This is an optimization exercise on Yosys and OpenROAD, whose aim is small area, not a production implementation. Function was checked by simulation only, so behaviour that the tests miss may differ from the original. Power figures rest on the tool's default switching activity, not on a simulated workload.

== job 3763 ==
// temp_ctrl_periph
module temp_ctrl_periph (
    input  wire        clk,
    input  wire        rst,
    input  wire        spi_en,
    input  wire        spi_miso,
    output wire        spi_clk,
    output wire        spi_cs_n,
    output wire [15:0] spi_data,
    output wire        spi_status,
    input  wire        pwm_en,
    input  wire [31:0] pwm_ton,
    input  wire [31:0] pwm_tp,
    output wire        pwm_out,
    output wire [31:0] pwm_cnt,
    output wire [31:0] pwm_milli_cnt,
    input  wire [3:0]  disp_d0,
    input  wire [3:0]  disp_d1,
    input  wire [3:0]  disp_d2,
    input  wire [3:0]  disp_d3,
    output wire [6:0]  seg_out,
    output wire        seg_clk,
    output wire [3:0]  anode
);
Size in the first run: roughly 740 cells after synthesis, roughly 180 I/O pins.
export LEC_CHECK = 0
export CAP_MARGIN = 20
export CORE_MARGIN = 2
export CORE_UTILIZATION = 40
export SLEW_MARGIN = 20
create_clock -name core_clock -period 10.0 [get_ports {clk}]
standard.sh (not shown) runs the stock make flow with config.mk's settings and CLKGATE_MAP_FILE= SYNTH_SCRIPT=/design/flow/synth_recipe.tcl, a recipe that flattens the netlist after the stock synthesis.
==> flow/flow/run.sh <==
#!/bin/bash
# The standard layout with these changes: the port buffers are the smallest
# buffer (buf_1); after floorplan every logic cell is set to drive strength 1
# (repair_design and repair_timing size up what needs it); clock tree
# synthesis adds no dummy loads.
set -euo pipefail
here=$(pwd)
export BUFFER_PORTS_ARGS="-buffer_cell sky130_fd_sc_hd__buf_1"
export POST_FLOORPLAN_TCL="$here/flow/downsize.tcl"
export CTS_ARGS="-sink_clustering_enable -repair_clock_nets -dont_use_dummy_load -buf_list {$(cat flow/cts_bufs)} $(cat flow/cts_extra 2>/dev/null || true)"
bash standard.sh > standard.log 2>&1
==> flow/flow/cts_bufs <==
sky130_fd_sc_hd__clkbuf_8
==> flow/flow/cts_extra <==
-sink_clustering_size 40 -sink_clustering_max_diameter 300
==> flow/flow/downsize.tcl <==
# After synthesis and floorplan: put every logic cell at its smallest drive
# strength (X_1), leaving repair_design and repair_timing to size up what the
# layout needs.
set n 0
foreach inst [get_cells *] {
  set m [get_property $inst ref_name]
  if {[regexp {^(sky130_fd_sc_hd__[a-z0-9]+)_([0-9]+)$} $m -> base d]} {
    if {$d == 1 || [string match *tap* $base] || [string match *conb* $base]} { continue }
    set lc [get_lib_cells -quiet ${base}_1]
    if {$lc eq ""} { continue }
    if {[catch {replace_cell $inst $lc} err]} { puts "downsize: $inst $m: $err"; continue }
    incr n
  }
}
puts "downsize: $n cells set to drive strength 1"
[inputs] job 1557 vs job 3763
==> flow/flow/run.sh <==
#!/bin/bash
# The standard layout, with two changes: the port buffers are the smallest
# buffer (buf_1) and clock tree synthesis adds no dummy loads and uses the
# clock buffers listed in CTS_BUF_LIST.
set -euo pipefail
export BUFFER_PORTS_ARGS="-buffer_cell sky130_fd_sc_hd__buf_1"
export CTS_ARGS="-sink_clustering_enable -repair_clock_nets -dont_use_dummy_load -buf_list {${CTS_BUFS:-sky130_fd_sc_hd__clkbuf_4}}"
bash standard.sh > standard.log 2>&1
diff --git a/flow/config.mk b/flow/config.mk
--- a/flow/config.mk
+++ b/flow/config.mk
@@ -6,4 +6,5 @@
 export NUM_CORES = 4
 export LEC_CHECK = 0
+export ABC_AREA = 1
 export CAP_MARGIN = 20
 export CORE_MARGIN = 2
removed: flow/flow/cts_bufs
removed: flow/flow/cts_extra
removed: flow/flow/downsize.tcl
==> comparison <==
Between job 1557 and job 3763, it is job 1557 whose switching share of power is higher, by 1.1 points. Job 3763 and job 1557 ended up with nearly the same final core utilization. Run comparison: job 3763 dominant kind of cell by area flip-flops and latches; job 1557 dominant kind of cell by area multi-input gates. Side by side, clock tree cell share of total cell area turned out lower in job 1557 than in job 3763. Floorplan row count for job 1557 is higher than for job 3763. Cmp job 3763 and job 1557 / fraction of power consumed by sequential logic / lower: job 3763. Non-clock buffer count, job 3763 and job 1557: larger value in job 3763. Summary — die area, job 1557 relative to job 3763: higher, by about 5.6%. The final reports for job 1557 and job 3763 show internal portion of total power lower in the former. Job 1557 — clock-pin slew of the registers on the worst-case setup and hold paths 0.05 ns higher, job 3763 as reference.
### job 1557 -> job 1306
==> flow/flow/run.sh <==
#!/bin/bash
# The standard layout with these changes: the port buffers are the smallest
# buffer (buf_1); after floorplan every logic cell is set to drive strength 1
# (repair_design and repair_timing size up what needs it); clock tree
# synthesis adds no dummy loads.
set -euo pipefail
here=$(pwd)
export BUFFER_PORTS_ARGS="-buffer_cell sky130_fd_sc_hd__buf_1"
export POST_FLOORPLAN_TCL="$here/flow/downsize.tcl"
export CTS_ARGS="-sink_clustering_enable -repair_clock_nets -dont_use_dummy_load -buf_list {$(cat flow/cts_bufs)} $(cat flow/cts_extra 2>/dev/null || true)"
bash standard.sh > standard.log 2>&1
==> flow/flow/cts_bufs (new file) <==
sky130_fd_sc_hd__clkbuf_16
==> flow/flow/cts_extra (new file) <==
-sink_clustering_size 60 -sink_clustering_max_diameter 300
==> flow/flow/downsize.tcl (new file) <==
# After synthesis and floorplan: put every logic cell at its smallest drive
# strength (X_1), leaving repair_design and repair_timing to size up what the
# layout needs.
set n 0
foreach inst [get_cells *] {
  set m [get_property $inst ref_name]
  if {[regexp {^(sky130_fd_sc_hd__[a-z0-9]+)_([0-9]+)$} $m -> base d]} {
    if {$d == 1 || [string match *tap* $base] || [string match *conb* $base]} { continue }
    set lc [get_lib_cells -quiet ${base}_1]
    if {$lc eq ""} { continue }
    if {[catch {replace_cell $inst $lc} err]} { puts "downsize: $inst $m: $err"; continue }
    incr n
  }
}
puts "downsize: $n cells set to drive strength 1"
diff --git a/flow/config.mk b/flow/config.mk
--- a/flow/config.mk
+++ b/flow/config.mk
@@ -6,5 +6,4 @@
 export NUM_CORES = 4
 export LEC_CHECK = 0
-export ABC_AREA = 1
 export CAP_MARGIN = 20
 export CORE_MARGIN = 2
### Flow results
Job 1557 reports its leading cell type in the layout, fill and taps excluded as sky130_fd_sc_hd__nand2_1 while job 1306 reports sky130_fd_sc_hd__buf_1. Per the comparison of job 1306 with job 1557, design area dropped 410 um^2, global-route usage shows no meaningful change, critical path depth saw a decrease, relative max-transition margin went up by 2.8 points. Per the comparison of job 1306 with job 1557, routed wire length lost 7.5%, upper clock frequency limit picked up an extra 5.9%. Job 1557 -> job 1306: count of hold buffers inserted by post-cts repair flat.
Edits applied to the flow inputs when going from job 1306 to job 8949:
==> flow/run.sh (new file) <==
#!/bin/bash
# synth_recipe.tcl (not shown) runs the flow's synth.tcl, then flattens the netlist and writes it again
# the make line also repeats each setting of config.mk as NAME=value (left out here)
make -C /OpenROAD-flow-scripts/flow DESIGN_CONFIG=/design/flow/config.mk WORK_HOME=/design/flow/orfs CLKGATE_MAP_FILE= SYNTH_SCRIPT=/design/flow/synth_recipe.tcl finish
removed: flow/flow/run.sh
removed: flow/flow/cts_bufs
removed: flow/flow/cts_extra
removed: flow/flow/downsize.tcl
removed: flow/standard.sh
- Job 8949 ended up with in2reg as its kind of critical path; job 1306 ended up with reg2out.
- Cmp job 1306 and job 8949 / final cell count / higher: job 8949
- What job 8949 reported for leakage dissipation has to be multiplied by 0.899 to get the figure for job 1306.
- As of job 8949, switching power had risen by more than 10% compared to job 1306.
- Job 1306 has a lower overall routed net length than job 8949.
- Job 8949 ended up with clock as its top contributor to total power; job 1306 ended up with sequential cells.
- Going from job 1306 to job 8949, placement-stage cell area increased 15%, cell area power density shrank by about 2.4%.
- Per the comparison of job 8949 with job 1306, end-of-flow core utilization now larger, maximum frequency decreased 0.023 GHz, ratio of final minimum period to clock period +3.7 points, number of global-route vias before repair fell by 1.4%.
- Proportion of power drawn by the clock network is lower on job 1306

==> static timing again, ports no longer ideal <==
The results above use ideal ports. As a check the final layouts listed here were re-extracted and re-timed, cells and wires unchanged.
Step 1 (the two cells are an assumption about what drives the block):
set clk [get_ports {clk}]
set_driving_cell -lib_cell sky130_fd_sc_hd__clkbuf_16 $clk
set_driving_cell -lib_cell sky130_fd_sc_hd__buf_2 [delete_from_list [all_inputs] $clk]
Step 2 moves the port delays by t, midway between the first and last clock arrival at a register: inputs arrive t later, outputs are due t later. That takes back most of the time a late clock gives input paths.
a / b / c = ideal ports / drivers / drivers and shift; a / b = the first two.
| run | shift t [ns] | setup slack, ns | hold WS [ns] | latest minus earliest clock arrival (ns) |
|---|---|---|---|---|
| job 3763 | 0.459 | 6.119 / 6.084 / 5.824 | 0.355 / 0.355 / 0.355 | 0.028 / 0.029 |
| job 1557 | 0.547 | 5.914 / 5.879 / 6.297 | 0.361 / 0.361 / 0.361 | 0.049 / 0.049 |
| job 1306 | 0.446 | 6.143 / 6.103 / 5.815 | 0.359 / 0.359 / 0.359 | 0.025 / 0.025 |
| job 8949 | 0.452 | 5.774 / 5.785 / 5.333 | 0.354 / 0.354 / 0.354 | 0.009 / 0.008 |
After both steps setup and hold are still met in every run listed. For job 8949, which loses most, drivers alone change the setup slack by +0.011 ns; drivers and shift together by -0.441 ns.
